From an optimization exercise on the open Yosys and OpenROAD flow, aimed at small area, a short achievable clock period and few clock cycles per item; shortcuts taken in it are not production practice.
In this exercise RTL edits were held to simulation tests only and were not proved equivalent to the original.
Power figures rest on the tool's default switching activity, not on a simulated workload.

## build 51
Design hw3_0516310, start of the top module:
module hw3_0516310(
	input clk,
	input enable,
	input [79:0] inbits,
	output [34:0] out_text,
	output reg valid);
clock: 5.0 ns
lec_check: 0
abc_clock_period_in_ps: 3000
cap_margin: 20
core_margin: 2
core_utilization: 40
cts_buf_list: sky130_fd_sc_hd__clkbuf_4 sky130_fd_sc_hd__clkbuf_8
cts_cluster_size: 30
setup_slack_margin: 1.75
slew_margin: 20
standard.sh (not shown) runs the stock make flow with config.mk's settings and CLKGATE_MAP_FILE= SYNTH_SCRIPT=/design/flow/synth_recipe.tcl, a recipe that flattens the netlist after the stock synthesis.
==> flow/flow/run.sh <==
#!/bin/bash
# The standard layout, with two changes:
# - synthesis maps with ABC's default script instead of ORFS's abc_speed
#   script (flow/synth_abc.tcl, which then runs synth_recipe.tcl unchanged);
# - the port buffers are made from the smallest buffer (buf_1) instead of
#   the one buffer_ports picks by itself.
set -euo pipefail
bash standard.sh finish \
  "SYNTH_SCRIPT=$PWD/flow/synth_abc.tcl" \
  "BUFFER_PORTS_ARGS=-buffer_cell sky130_fd_sc_hd__buf_1" \
  > standard.log 2>&1
==> flow/flow/synth_abc.tcl <==
# The standard flow's synthesis script, with ABC's own default mapping script in place of
# ORFS's abc_speed script (no other change: same passes, registers and names).
proc abc {args} {
  set i [lsearch -exact $args -script]
  if {$i >= 0} { set args [lreplace $args $i [expr {$i + 1}]] }
  yosys abc {*}$args
}
source [file join [file dirname [file dirname [file normalize [info script]]]] synth_recipe.tcl]
Testbench counts of build 51, summed over its fixed seeds: cycles 29,937, items 4,000.
For build 58, these inputs were changed with respect to build 51:
==> flow/flow/run.sh <==
#!/bin/bash
# The standard layout, with the port buffers made from the smallest buffer
# (buf_1) instead of the one buffer_ports picks by itself.
set -euo pipefail
bash standard.sh finish \
  "BUFFER_PORTS_ARGS=-buffer_cell sky130_fd_sc_hd__buf_1" \
  > standard.log 2>&1
diff --git a/flow/config.mk b/flow/config.mk
--- a/flow/config.mk
+++ b/flow/config.mk
@@ -12,3 +12 @@
-export CTS_BUF_LIST = sky130_fd_sc_hd__clkbuf_4 sky130_fd_sc_hd__clkbuf_8
-export CTS_CLUSTER_SIZE = 30
-export SETUP_SLACK_MARGIN = 1.75
+export SETUP_SLACK_MARGIN = 1.5
removed: flow/flow/synth_abc.tcl
==> notes.md <==
- Comparing build 58 and build 51, the lower tap cell count is on build 51.
- Power per unit of standard cell area: build 58 and build 51 compared, higher one is build 58
- Sort build 58 and build 51 by power share of the combinational group asc -> top: build 51
- Count of placed standard cells including taps | build 58 above build 51
- Against build 51, build 58 reports a met1 global-route usage that is lower.
- Higher final design utilization among build 58 and build 51: build 51
- Build 51 has higher non-clock buffer count than build 58.
- Compared with build 51, build 58 shows final critical delay including setup and external delays lower by 0.10 ns.
## Diff of input files: build 14 against build 58
==> flow/flow/run.sh <==
#!/bin/bash
# The standard layout, with two changes:
# - synthesis maps with ABC's default script instead of ORFS's abc_speed
#   script (flow/synth_abc.tcl, which then runs synth_recipe.tcl unchanged);
# - the port buffers are made from the smallest buffer (buf_1) instead of
#   the one buffer_ports picks by itself.
set -euo pipefail
bash standard.sh finish \
  "SYNTH_SCRIPT=$PWD/flow/synth_abc.tcl" \
  "BUFFER_PORTS_ARGS=-buffer_cell sky130_fd_sc_hd__buf_1" \
  > standard.log 2>&1
==> flow/flow/synth_abc.tcl (new file) <==
# The standard flow's synthesis script, with ABC's own default mapping script in place of
# ORFS's abc_speed script (no other change: same passes, registers and names).
proc abc {args} {
  set i [lsearch -exact $args -script]
  if {$i >= 0} { set args [lreplace $args $i [expr {$i + 1}]] }
  yosys abc {*}$args
}
source [file join [file dirname [file dirname [file normalize [info script]]]] synth_recipe.tcl]
diff --git a/flow/config.mk b/flow/config.mk
--- a/flow/config.mk
+++ b/flow/config.mk
@@ -11,0 +12,2 @@
+export CTS_BUF_LIST = sky130_fd_sc_hd__clkbuf_4 sky130_fd_sc_hd__clkbuf_8
+export CTS_CLUSTER_SIZE = 30
==> comparison <==
Build 14 vs. build 58: synthesized-area fraction occupied by ao, oa, aoi and oai cells level; total wirelength of the detailed-routed design lower; worst setup slack -0.15 ns. Cell count: build 14 lower than build 58. The final total power in build 14 sits about 22% below the value recorded for build 58. On build 14: sequential logic power is about 4% lower than what build 58 gave. Build 14 improves on build 58 in relative slew slack. The share of power burned in the clock network of build 14 falls short of that of build 58 by 1.4 points. In the final reports, the cell area of build 14 is smaller than that of build 58. Compared with build 58, count of non-CTS buffers in the layout in build 14 increased by more than a quarter.
Input-level comparison between build 7 and build 14:
==> flow/flow/run.sh <==
#!/bin/bash
# The standard layout, with the port buffers made from the smallest buffer
# (buf_1) instead of the one buffer_ports picks by itself.
set -euo pipefail
bash standard.sh finish \
  "BUFFER_PORTS_ARGS=-buffer_cell sky130_fd_sc_hd__buf_1" \
  > standard.log 2>&1
diff --git a/flow/config.mk b/flow/config.mk
--- a/flow/config.mk
+++ b/flow/config.mk
@@ -8 +8 @@
-export ABC_CLOCK_PERIOD_IN_PS = 3000
+export ABC_CLOCK_PERIOD_IN_PS = 10000
removed: flow/flow/synth_abc.tcl
[summary]
- NOTE: routing usage on met1 in build 7 falls short of that of build 14
- Run comparison: build 14 most common cell after layout, fill and taps aside sky130_fd_sc_hd__buf_1; build 7 most common cell after layout, fill and taps aside sky130_fd_sc_hd__nand2_1
- Build 14 → build 7: met3 layer usage reported by global route -0.30 points, simple-gate share of the synthesized area saw a decrease.
- Sort build 14 and build 7 by die area, ascending, and build 14 comes first.
- Of build 14 and build 7, build 14 shows the lower fmax, with build 7 above it.
- Worst setup slack: build 7 higher than build 14
- Build 7 vs. build 14: global-route usage went down by 1.7 points, minimum clock period went down by 0.19 ns, cell total after placement went up by 252.
- Against build 14, build 7 reports a count of TritonRoute iterations in the first routing pass that is lower.
- Build 7 ended up with a lower count of clock-buffer cells in the layout than build 14 did.
Here is what was changed in the inputs of build 53 compared with build 7.
==> flow/run.sh (new file) <==
#!/bin/bash
# synth_recipe.tcl (not shown) runs the flow's synth.tcl, then flattens the netlist and writes it again
# the make line also repeats each setting of config.mk as NAME=value (left out here)
make -C /OpenROAD-flow-scripts/flow DESIGN_CONFIG=/design/flow/config.mk WORK_HOME=/design/flow/orfs CLKGATE_MAP_FILE= SYNTH_SCRIPT=/design/flow/synth_recipe.tcl finish
diff --git a/flow/config.mk b/flow/config.mk
--- a/flow/config.mk
+++ b/flow/config.mk
@@ -8 +8 @@
-export ABC_CLOCK_PERIOD_IN_PS = 10000
+export ABC_CLOCK_PERIOD_IN_PS = 2500
@@ -12,3 +12 @@
-export CTS_BUF_LIST = sky130_fd_sc_hd__clkbuf_4 sky130_fd_sc_hd__clkbuf_8
-export CTS_CLUSTER_SIZE = 30
-export SETUP_SLACK_MARGIN = 1.5
+export SETUP_SLACK_MARGIN = 2.5
removed: flow/flow/run.sh
removed: flow/standard.sh
## What came out
The final reports for build 53 and build 7 show final critical-path setup slack higher in the former. Compared with build 7, build 53 shows combinational power that has gone up by more than half. Build 7 -> build 53: combined flip-flop and latch cell area increased slightly. Comparing build 53 and build 7, the higher largest fanout on the critical path is on build 7. The run showing the smaller detailed-route vias per instance is build 7. Build 53 vs. build 7: fmax rose 0.93%; number of inserted filler cells in the final layout fell 24%. For the met1 track demand over resource in global routing, build 53 came in 8.5 points higher than build 7 did.

Setup of run 1:
The RTL this note starts from:
==> flow/design.v <==
module hw3_0516310(
	input clk,
	input enable,
	input [79:0] inbits,
	output [34:0] out_text,
	output reg valid);
	reg [79:0] sr;        
	reg loaded;           
	reg started;          
	reg [2:0] ph;         
	reg [2:0] n;          
	reg [12:0] code_r;    
	reg [27:0] out_hi;    
	wire [22:0] s;
	genvar k;
	generate for (k = 0; k < 23; k = k + 1) begin : g_s
		assign s[k] = sr[79-k];
	end endgenerate
	integer i, j;
	reg [19:0] m;         
	reg [7:0] live;
	always @* begin
		for (i = 0; i < 8; i = i + 1) live[i] = (i >= ph);
		for (i = 0; i < 20; i = i + 1) m[i] = s[i] & (i >= 8 || live[i]);
	end
	reg [20:0] gap, first;
	reg seen, any;
	always @* begin
		seen = started;
		for (i = 0; i <= 20; i = i + 1) begin
			gap[i] = seen & ~(s[i] | s[i+1] | s[i+2]);
			if (i < 8) gap[i] = gap[i] & live[i];
			seen = seen | s[i];
		end
		any = 1'b0;
		for (i = 0; i <= 20; i = i + 1) begin
			first[i] = gap[i] & ~any;
			any = any | gap[i];
		end
	end
	wire found = |gap;
	reg [12:0] code;
	always @* begin
		code = 13'd0;
		for (i = 1; i <= 20; i = i + 1)
			for (j = 0; j < 13; j = j + 1)
				if (j < i) code[j] = code[j] | (first[i] & m[i-1-j]);
	end
	wire st0 = |gap[4:0];
	wire st16 = found ? ~(|gap[12:0]) : ~started & ~(|s[15:0]);
	wire st8 = ~st0 & ~st16;
	reg [2:0] phn;
	always @* begin
		phn = 3'd0;
		for (i = 0; i <= 20; i = i + 1)
			if (first[i]) phn = phn | ((i + 3) % 8);
	end
	wire [79:0] nxt = ({80{~loaded}} & inbits)
	                | ({80{loaded & st0}} & sr)
	                | ({80{loaded & st8}} & {sr[71:0], 8'b0})
	                | ({80{loaded & st16}} & {sr[63:0], 16'b0});
	reg [6:0] letter;
	always @* begin
		case (code_r)
			13'b10111         : letter = 7'd65;
			13'b111010101     : letter = 7'd66;
			13'b11101011101   : letter = 7'd67;
			13'b1110101       : letter = 7'd68;
			13'b1             : letter = 7'd69;
			13'b101011101     : letter = 7'd70;
			13'b111011101     : letter = 7'd71;
			13'b1010101       : letter = 7'd72;
			13'b101           : letter = 7'd73;
			13'b1011101110111 : letter = 7'd74;
			13'b111010111     : letter = 7'd75;
			13'b101110101     : letter = 7'd76;
			13'b1110111       : letter = 7'd77;
			13'b11101         : letter = 7'd78;
			13'b11101110111   : letter = 7'd79;
			13'b10111011101   : letter = 7'd80;
			13'b1110111010111 : letter = 7'd81;
			13'b1011101       : letter = 7'd82;
			13'b10101         : letter = 7'd83;
			13'b111           : letter = 7'd84;
			13'b1010111       : letter = 7'd85;
			13'b101010111     : letter = 7'd86;
			13'b101110111     : letter = 7'd87;
			13'b11101010111   : letter = 7'd88;
			13'b1110101110111 : letter = 7'd89;
			13'b11101110101   : letter = 7'd90;
			default           : letter = 7'd0;
		endcase
	end
	wire emit = loaded & found & (n != 3'd5);
	assign out_text = {out_hi, letter};
	always @(posedge clk) begin
		sr <= nxt;
		if (emit) begin
			code_r <= code;
			out_hi <= {out_hi[20:0], letter};
		end
		if (!enable) begin
			loaded <= 1'b0;
			started <= 1'b0;
			ph <= 3'd0;
			n <= 3'd0;
			valid <= 1'b0;
		end else begin
			loaded <= 1'b1;
			if (loaded) begin
				started <= started | found | (|s[7:0]);
				ph <= phn;
			end
			if (emit) n <= n + 3'd1;
			if (emit && n == 3'd4) valid <= 1'b1;
		end
	end
endmodule
clock: 5.0 ns
lec_check: 0
abc_clock_period_in_ps: 3000
cap_margin: 20
core_margin: 2
core_utilization: 40
cts_buf_list: sky130_fd_sc_hd__clkbuf_4 sky130_fd_sc_hd__clkbuf_8
cts_cluster_size: 30
setup_slack_margin: 1.75
slew_margin: 20
==> flow/flow/run.sh <==
#!/bin/bash
# The standard layout, with the port buffers made from the smallest buffer
# (buf_1) instead of the one buffer_ports picks by itself.
set -euo pipefail
bash standard.sh finish \
  "BUFFER_PORTS_ARGS=-buffer_cell sky130_fd_sc_hd__buf_1" \
  > standard.log 2>&1
Testbench counts of run 1, summed over its fixed seeds: cycles 29,937, items 4,000.
--- input diff run 1..run 2 ---
- a change of CORE_UTILIZATION from 40 to 60
- a change of SETUP_SLACK_MARGIN from 1.75 to 1.5
Findings:
Lower minimum period implied by the final worst setup slack goes to run 1 over run 2. In the metrics for run 1 and run 2, the one carrying the lower area growth from synthesis to layout is run 2. Comparing run 1 and run 2, the lower via count was measured on run 1. The run showing the greater utilization of the core after routing is run 2. From run 1 to run 2 the numbers moved as follows: actual slew at the worst max-slew pin rose 0.27 ns; cell count shrank by about 9%; sequential fraction of total cell area climbed 0.88 points.
Setup changes, run 2 to run 3
- ABC_CLOCK_PERIOD_IN_PS now 10000, was 3000
- ABC_AREA now 1, previously not set
- CORE_UTILIZATION now 40, was 60
==> notes.md <==
When run 3 is set beside run 2, its die area turns out to be 49% larger. Looking at starting density of the core, run 3 sits 21 points below run 2. Diff run 2 -> run 3 | well-tap cell count | up by more than half. Run 3 ends up with a area share of buffers outside the clock network that is 1.4 points lower than in run 2.
diff inputs: run 3 => run 4
- removing CTS_CLUSTER_SIZE (formerly 30)
- changing ABC_CLOCK_PERIOD_IN_PS from 10000 to 3000
- removing CTS_BUF_LIST (formerly sky130_fd_sc_hd__clkbuf_4 sky130_fd_sc_hd__clkbuf_8)
==> flow/run.sh (new file) <==
#!/bin/bash
# synth_recipe.tcl (not shown) runs the flow's synth.tcl, then flattens the netlist and writes it again
# the make line also repeats each setting of config.mk as NAME=value (left out here)
make -C /OpenROAD-flow-scripts/flow DESIGN_CONFIG=/design/flow/config.mk WORK_HOME=/design/flow/orfs CLKGATE_MAP_FILE= SYNTH_SCRIPT=/design/flow/synth_recipe.tcl finish
removed: flow/flow/run.sh
removed: flow/standard.sh
Findings:
Run 4 | status: complete | timing, DRC, antenna: pass. Run 4 has less setup slack than run 3. Compared with run 3, run 4 shows a higher worst endpoint data arrival time. Going from run 3 to run 4, detailed-route wire length grew by a few percent.
What run 5 does differently from run 4 at the input level:
- ABC_AREA removed (was 1)
### Flow results
Diff run 4..run 5 | placed instance area | negligible
| first-pass GRT wire length | run 5 vs run 4 | better |
Run 5 vs run 4: cell count down by more than 10%
What run 5 reported for count of unique library cells instantiated by Yosys has to be multiplied by 0.58 to get the figure for run 4.
The run showing the smaller overall via count from detail_route is run 5.

-- what the ideal ports hide --
How much do the figures lean on ideal ports? The routed layouts below were timed once more, with nothing changed but the port constraints.
Step 1 assumes that a clkbuf_16 drives the clock port and a buf_2 every other input.
Step 2, shift: input delay + t, output delay - t, t = (earliest + latest rising clock arrival at the registers) / 2. This alone moves slack from input paths to output paths.
Three values: ideal ports, drivers, drivers and shift; two values: the first two.
| run | shift t [ns] | slack for setup (ns) | worst setup path after step 2 | slew at the worst register clock pin (ns) |
|---|---|---|---|---|
| build 51 | 0.478 | 1.449 / 1.449 / 1.449 | register to register | 0.08 / 0.08 |
| build 58 | 0.463 | 1.551 / 1.508 / 1.716 | register to register | 0.06 / 0.06 |
| build 14 | 0.480 | 1.399 / 1.399 / 1.399 | register to register | 0.08 / 0.08 |
| build 7 | 0.487 | 1.593 / 1.555 / 1.684 | register to register | 0.09 / 0.09 |
| build 53 | 0.464 | 1.624 / 1.576 / 2.040 | register to output | 0.07 / 0.07 |
| run 1 | 0.497 | 1.589 / 1.546 / 1.850 | register to register | 0.09 / 0.09 |
| run 2 | 0.488 | 1.572 / 1.533 / 1.591 | register to register | 0.08 / 0.08 |
| run 3 | 0.495 | 1.582 / 1.541 / 1.823 | register to register | 0.08 / 0.08 |
| run 4 | 0.463 | 1.454 / 1.409 / 1.759 | register to register | 0.07 / 0.07 |
| run 5 | 0.471 | 1.590 / 1.544 / 1.613 | register to register | 0.07 / 0.07 |
After both steps setup and hold are still met in every run listed.
